What follows belongs to an exercise in optimizing a design on an open flow for small area and a short achievable clock period; a production flow would make more cautious choices. Function was checked by simulation only, so behaviour that the tests miss may differ from the original. Power is estimated from default activity; no workload was simulated.

== run C ==
// pipelined_boothe_multiplier
module pipelined_boothe_multiplier #(
    parameter WIDTH = 32
) (
    input clk,
    input reset,
    input en,
    input [WIDTH - 1: 0] md,
    input [WIDTH - 1: 0] mr,
    output [(2 * WIDTH) - 1: 0] s_result
);
  reg [81:0] s1;
  reg [150:0] s2;
  reg [152:0] s3;
  reg [152:0] s4;
  reg [103:0] s5;
  reg [62:0] s6;
  reg [62:0] s7;
  reg [62:0] s8;
  reg [62:0] s9;
  reg [62:0] s10;
  reg [62:0] s11;
  reg [62:0] s12;
  reg [62:0] s13;
  reg [62:0] s14;
  reg [62:0] s15;
  reg [62:0] s16;
  reg [62:0] s17;
  reg [62:0] s18;
  reg [62:0] s19;
  reg [62:0] s20;
  reg [62:0] s21;
  reg [62:0] s22;
  reg [62:0] s23;
  reg [62:0] s24;
  reg [62:0] s25;
  reg [62:0] s26;
  reg [62:0] s27;
  reg [62:0] s28;
  reg [62:0] s29;
  reg [62:0] s30;
  reg [62:0] s31;
  reg [63:0] s32;
  reg [4:0] rcnt;
  wire mdn1 = ~md[16];
  wire mdn2 = ~md[17];
  wire mdn3 = ~md[18];
  wire mdn4 = ~md[19];
  wire mdn5 = ~md[20];
  wire mdn6 = ~md[21];
  wire mdn7 = ~md[22];
  wire mdn8 = ~md[23];
  wire mdn9 = ~md[24];
  wire mdn10 = ~md[25];
  wire mdn11 = ~md[26];
  wire mdn12 = ~md[27];
  wire mdn13 = ~md[28];
  wire mdn14 = ~md[29];
  wire mdn15 = ~md[30];
  wire mdn16 = ~md[31];
  wire bone17 = mr[0];
  wire btwo18 = mr[1] & ~mr[0];
  wire bneg19 = mr[1];
  wire bonen20 = ~bone17;
  wire btwon21 = ~btwo18;
  wire bnegn22 = ~bneg19;
  ...
Size in the first run: ~5,800 cells after synthesis, about 130 I/O pins, roughly 75,000 um2 of cells after synthesis.
export LEC_CHECK = 0
export CAP_MARGIN = 20
export CORE_MARGIN = 2
export CORE_UTILIZATION = 60
export CTS_CLUSTER_DIAMETER = 100
export CTS_CLUSTER_SIZE = 30
export PLACE_DENSITY = 0.7
export SETUP_SLACK_MARGIN = 2.87
export SLEW_MARGIN = 20
export SYNTH_HIERARCHICAL = 1
export SYNTH_MINIMUM_KEEP_SIZE = 0
export TNS_END_PERCENT = 60
create_clock -name core_clock -period 5.0 [get_ports {clk}]
run.sh (not shown) runs the stock make flow with config.mk's settings and CLKGATE_MAP_FILE= SYNTH_SCRIPT=/design/flow/synth_recipe.tcl, a recipe that flattens the netlist after the stock synthesis.
Inputs modified between run C and run G:
Settings: a change of SETUP_SLACK_MARGIN from 2.87 to 2.8; a deleted TNS_END_PERCENT that had been 60.
Findings:
On global-route usage, run G and run C are basically level.
Compared with run C, run G shows a layout overhead on the synthesized area that is 0.85 points lower.
Relative contribution of combinational cells to total power: run G vs run C down 0.3 points
Diff run C -> run G: total wire length fell 900 um; number of vias in the routed layout went down by 0.62%.
Of run G and run C, the run reporting the lower final area was run G.
Relative to run C, the count of buffers added by post-CTS timing repair for setup of run G is higher by 1.
Between run G and run C, the difference in clock skew is negligible.
Cmp run G vs run C: setup slack higher in run G


== maple ==
Starting RTL as in the previous note.
Settings: LEC_CHECK=0, CAP_MARGIN=20, CORE_MARGIN=2, CORE_UTILIZATION=60, CTS_CLUSTER_DIAMETER=100, CTS_CLUSTER_SIZE=34, PLACE_DENSITY=0.7, SETUP_SLACK_MARGIN=2.85, SLEW_MARGIN=20, SYNTH_HIERARCHICAL=1, SYNTH_MINIMUM_KEEP_SIZE=0, TNS_END_PERCENT=60; clock period 5.0 ns.
Changes in sierra relative to maple:
# maple
export LEC_CHECK = 0
export CAP_MARGIN = 20
export CORE_MARGIN = 2
export CORE_UTILIZATION = 60
export CTS_CLUSTER_DIAMETER = 100
export CTS_CLUSTER_SIZE = 34
export PLACE_DENSITY = 0.7
export SETUP_SLACK_MARGIN = 2.85
export SLEW_MARGIN = 20
export SYNTH_HIERARCHICAL = 1
export SYNTH_MINIMUM_KEEP_SIZE = 0
export TNS_END_PERCENT = 60
create_clock -name core_clock -period 5.0 [get_ports {clk}]
# sierra
export LEC_CHECK = 0
export CAP_MARGIN = 20
export CORE_MARGIN = 2
export CORE_UTILIZATION = 60
export CTS_CLUSTER_DIAMETER = 100
export CTS_CLUSTER_SIZE = 34
export PLACE_DENSITY = 0.7
export SETUP_SLACK_MARGIN = 2.82
export SLEW_MARGIN = 20
export SYNTH_HIERARCHICAL = 1
export SYNTH_MINIMUM_KEEP_SIZE = 0
create_clock -name core_clock -period 5.0 [get_ports {clk}]
Findings:
- Going from maple to sierra, total chip power shows no meaningful change; via count held steady; setup slack essentially unchanged; share of power burned in the clock network comparable; final area essentially unchanged.
- Between sierra and maple, the worst-case hold slack figures differ only marginally.
- Diff sierra..maple | sequential share of layout area | negligible
Changes in ember relative to sierra:
# sierra
export LEC_CHECK = 0
export CAP_MARGIN = 20
export CORE_MARGIN = 2
export CORE_UTILIZATION = 60
export CTS_CLUSTER_DIAMETER = 100
export CTS_CLUSTER_SIZE = 34
export PLACE_DENSITY = 0.7
export SETUP_SLACK_MARGIN = 2.82
export SLEW_MARGIN = 20
export SYNTH_HIERARCHICAL = 1
export SYNTH_MINIMUM_KEEP_SIZE = 0
create_clock -name core_clock -period 5.0 [get_ports {clk}]
# ember
export LEC_CHECK = 0
export CAP_MARGIN = 20
export CORE_MARGIN = 2
export CORE_UTILIZATION = 60
export CTS_CLUSTER_DIAMETER = 100
export CTS_CLUSTER_SIZE = 30
export PLACE_DENSITY = 0.7
export SETUP_SLACK_MARGIN = 2.85
export SLEW_MARGIN = 20
export SYNTH_HIERARCHICAL = 1
export SYNTH_MINIMUM_KEEP_SIZE = 0
export TNS_END_PERCENT = 30
create_clock -name core_clock -period 5.0 [get_ports {clk}]
==> comparison <==
Worst setup path category = flop to flop: ember; worst setup path category = flop to primary output: sierra
Cmp ember vs sierra: worst relative slew slack lower in ember
ember vs. sierra: utilization went up by 0.22 points.
ember was carried through to the last stage, and its layout satisfied the timing, design-rule and antenna checks.
Going from sierra to ember, final cell count about even, overall routing resource usage essentially unchanged, power of the clock network picked up an extra about 6%, number of instances on the worst hold path did not really move.

afterwards: timing with drivers on the ports:
The results above use ideal ports. As a check the final layouts listed here were re-extracted and re-timed, cells and wires unchanged.
Step 1, drivers: a clkbuf_16 drives clk and a buf_2 each remaining input, both assumed.
Step 2 moves the port delays by t, midway between the first and last clock arrival at a register: inputs arrive t later, outputs are due t later. That takes back most of the time a late clock gives input paths.
Three values: ideal, step 1, step 2; two values: the first two.
run	t, ns	slack for setup (ns)	worst hold slack (ns)	cell pins on the clock port's net
run C	0.781	2.836 / 2.765 / 2.377	0.319 / 0.319 / 0.319	1
run G	0.766	2.851 / 2.780 / 2.504	0.316 / 0.316 / 0.316	1
maple	0.755	2.863 / 2.793 / 2.542	0.299 / 0.299 / 0.299	1
sierra	0.756	2.861 / 2.791 / 2.408	0.299 / 0.299 / 0.299	1
ember	0.768	2.837 / 2.779 / 2.554	0.316 / 0.316 / 0.316	1
After both steps every run listed still meets setup and hold. The setup slack of run C, which loses most, moves by -0.071 ns with the drivers and by -0.459 ns with both steps.
